Context: an optimization exercise on an open-source flow, tuned for small area. The choices shown serve that exercise and are no tape-out recipe.
Only simulation tests tie the RTL to the original design; equivalence was not proved.

==> inputs of build 89 <==
==> flow/design.v <==
module ALU_P2(RS1,RS2,OPC,ALU_OUT,ALU,Jump,clock);
input [31:0]RS1;
input [31:0]RS2;
input [5:0]OPC;
input clock;
output [31:0]ALU_OUT;
output [31:0]ALU;
output Jump;
reg [31:0]ALU_OUT;
reg [31:0]ALU;
reg Jump;
parameter NOP = 6'b0;
parameter ADD = 6'b1;
parameter SUB = 6'b10;
parameter STORE = 6'b11;
parameter LOAD= 6'b100;
parameter MOVE = 6'b101;
parameter SGE = 6'b110;
parameter SLE = 6'b111;
parameter SGT = 6'b1000;
parameter SLT = 6'b1001;
parameter SEQ = 6'b1010;
parameter SNE = 6'b1011;
parameter AND = 6'b1100;
parameter OR = 6'b1101;
parameter XOR= 6'b1110;
parameter NOT = 6'b1111;
parameter MOVEI = 6'b10000;
parameter SLI = 6'b10001;
parameter SRI = 6'b10010;
parameter ADDI = 6'b10011;
parameter SUBI = 6'b10100;
parameter JUMP = 6'b10101;
parameter BRA = 6'b10110;
parameter ADDF = 6'b10111;
parameter MULF = 6'b 11000; 
always @(*)
begin
case(OPC)
NOP : ALU_OUT = ALU;  
ADD : ALU_OUT = RS1 + RS2;
SUB : ALU_OUT =  RS1 - RS2;
STORE : ALU_OUT = RS1 + RS2;  
LOAD : ALU_OUT = RS1 + RS2;  
MOVE : ALU_OUT = RS1;
SGE : ALU_OUT = RS1>=RS2;
SLE : ALU_OUT = RS1<=RS2;
SGT : ALU_OUT = RS1>RS2;
SLT : ALU_OUT = RS1<RS2;
SEQ : ALU_OUT = RS1==RS2;
SNE : ALU_OUT = RS1!=RS2;
AND : ALU_OUT = RS1 & RS2;
OR : ALU_OUT =RS1||RS2;
XOR : ALU_OUT = RS1 ^ RS2;
NOT : ALU_OUT = ~RS1;
MOVEI : ALU_OUT = RS1;
SLI : ALU_OUT = RS1 <<RS2; 
SRI : ALU_OUT = RS1>>RS2; 
ADDI: ALU_OUT = RS1+RS2; 
SUBI : ALU_OUT = RS1-RS2;  
default : ALU_OUT = ALU;  
endcase
Jump = (OPC==JUMP);
end
always @(posedge clock)
begin
ALU<=ALU_OUT;
end
endmodule
==> flow/run.sh <==
#!/bin/bash
# synth_recipe.tcl (not shown) runs the flow's synth.tcl, then flattens the netlist and writes it again
# the make line also repeats each setting of config.mk as NAME=value (left out here)
make -C /OpenROAD-flow-scripts/flow DESIGN_CONFIG=/design/flow/config.mk WORK_HOME=/design/flow/orfs CLKGATE_MAP_FILE= SYNTH_SCRIPT=/design/flow/synth_recipe.tcl finish
==> flow/config.mk <==
export PLATFORM = sky130hd
export DESIGN_NAME = ALU_P2
export DESIGN_NICKNAME = ALU_P2
export VERILOG_FILES = /design/flow/design.v
export SDC_FILE = /design/flow/constraint.sdc
export NUM_CORES = 4
export LEC_CHECK = 0
export CAP_MARGIN = 20
export CORE_MARGIN = 2
export CORE_UTILIZATION = 40
export SLEW_MARGIN = 20
==> flow/constraint.sdc <==
create_clock -name core_clock -period 10.0 [get_ports {clock}]
set_input_delay 2.0000 -clock core_clock [delete_from_list [all_inputs] [get_ports {clock}]]
set_output_delay 2.0000 -clock core_clock [all_outputs]
set_load 0.01 [all_outputs]
==> inputs of build 26, as changes to build 89 <==
==> flow/design.v (replaced) <==
module ALU_P2(RS1,RS2,OPC,ALU_OUT,ALU,Jump,clock);
input [31:0]RS1;
input [31:0]RS2;
input [5:0]OPC;
input clock;
output [31:0]ALU_OUT;
output [31:0]ALU;
output Jump;
reg [31:0]ALU;
wire op_add  = (OPC==6'd1) | (OPC==6'd3) | (OPC==6'd4) | (OPC==6'd19);
wire op_sub  = (OPC==6'd2) | (OPC==6'd20);
wire op_cmp  = (OPC>=6'd6) & (OPC<=6'd11);
wire op_mov  = (OPC==6'd5) | (OPC==6'd16);
wire op_and  = (OPC==6'd12);
wire op_or   = (OPC==6'd13);
wire op_xor  = (OPC==6'd14);
wire op_not  = (OPC==6'd15);
wire op_shl  = (OPC==6'd17);
wire op_shr  = (OPC==6'd18);
wire op_hold = (OPC==6'd0) | (OPC>=6'd21);
wire sub = op_sub | op_cmp;
wire [31:0] b = RS2 ^ {32{sub}};
wire [31:0] p = RS1 ^ b;
wire [31:0] g = RS1 & b;
genvar i;
wire [32:0] c;
assign c[0] = sub;
generate for (i = 0; i < 8; i = i + 1) begin : grp
  wire [3:0] gp = p[4*i+3:4*i];
  wire [3:0] gg = g[4*i+3:4*i];
  wire G = gg[3] | (gp[3] & gg[2]) | (gp[3] & gp[2] & gg[1]) | (gp[3] & gp[2] & gp[1] & gg[0]);
  wire P = &gp;
  assign c[4*i+1] = gg[0] | (gp[0] & c[4*i]);
  assign c[4*i+2] = gg[1] | (gp[1] & c[4*i+1]);
  assign c[4*i+3] = gg[2] | (gp[2] & c[4*i+2]);
  assign c[4*i+4] = G | (P & c[4*i]);
end endgenerate
wire [31:0] sum = p ^ c[31:0];
wire geu = c[32];
wire eq  = &p;
reg cmp;
always @(*) begin
  case (OPC[2:0])
    3'd6: cmp = geu;           
    3'd7: cmp = ~geu | eq;     
    3'd0: cmp = geu & ~eq;     
    3'd1: cmp = ~geu;          
    3'd2: cmp = eq;            
    default: cmp = ~eq;        
  endcase
end
wire lor = (|RS1) | (|RS2);
wire big = |RS2[31:5];
wire [31:0] rrev;
generate for (i = 0; i < 32; i = i + 1) begin : rv
  assign rrev[i] = RS1[31-i];
end endgenerate
wire [31:0] s0 = op_shr ? rrev : RS1;
wire [31:0] s1 = RS2[0] ? {s0[30:0], 1'b0} : s0;
wire [31:0] s2 = RS2[1] ? {s1[29:0], 2'b0} : s1;
wire [31:0] s3 = RS2[2] ? {s2[27:0], 4'b0} : s2;
wire [31:0] s4 = RS2[3] ? {s3[23:0], 8'b0} : s3;
wire [31:0] s5 = RS2[4] ? {s4[15:0], 16'b0} : s4;
wire [31:0] shl = s5;
wire [31:0] shr;
generate for (i = 0; i < 32; i = i + 1) begin : ro
  assign shr[i] = s5[31-i];
end endgenerate
wire sel_l = op_shl & ~big;
wire sel_r = op_shr & ~big;
assign ALU_OUT = ({32{op_add | op_sub}} & sum)
               | ({32{op_and}} & g)
               | ({32{op_xor}} & p)
               | ({32{op_mov}} & RS1)
               | ({32{op_not}} & ~RS1)
               | ({32{sel_l}} & shl)
               | ({32{sel_r}} & shr)
               | ({32{op_hold}} & ALU)
               | {31'b0, (op_cmp & cmp) | (op_or & lor)};
assign Jump = (OPC==6'd21);
always @(posedge clock)
  ALU <= ALU_OUT;
endmodule
==> flow_metrics.tcl <==
set metrics [dict create \
    hp-start "ALU[5]" \
    place.gp.congestion 1.03 \
    setup_ws_ps 344 \
    relSlewSlack_pct 33.5 \
    yosys-mux-area-fraction_pct 23.4 \
    nets 970 \
    avgViaCountPerCell 6.95 \
    tightest_slew_ps 994 \
    status "finished clean" \
    buf_share_pct 19.3 \
]
# the run above: build 26

==> flow_metrics.tcl <==
set metrics [dict create \
    status "finished clean" \
    tightest_slew_ps 1030 \
    hp-start "ALU[15]" \
    buf_share_pct 14.3 \
    setup_ws_ps 1570 \
    relSlewSlack_pct 31.1 \
    synth_area_leaders "a21oi_1 8.9%, ha_1 8.6%, mux2i_1 8.5%" \
    place.gp.congestion 1.03 \
]
# the run above: build 89

==> afterwards: timing with drivers on the ports <==
The results above use ideal ports. As a check the final layouts listed here were re-extracted and re-timed, cells and wires unchanged. Step 1, drivers: a clkbuf_16 drives clock and a buf_2 each remaining input, both assumed. Step 2 adds t to the input delays and takes it off the output delays; t is the mean of the earliest and latest rising clock arrival at the registers after step 1. Input paths then give back, and output paths get back, about the clock's delay inside the block. Slacks: ideal ports / drivers / drivers and shift; pairs: ideal ports / drivers.
| run | shift t [ns] | setup WS [ns] | worst hold slack (ns) | clock arrival spread, ns |
|---|---|---|---|---|
| build 89 | 0.343 | 1.575 / 1.544 / 1.544 | 0.498 / 0.498 / 0.498 | 0.013 / 0.014 |
| build 26 | 0.340 | 0.344 / 0.321 / 0.321 | 0.551 / 0.551 / 0.551 | 0.009 / 0.009 |
After both steps every run listed still meets setup and hold. The setup slack of build 89, which loses most, moves by -0.031 ns with the drivers and by -0.031 ns with both steps.
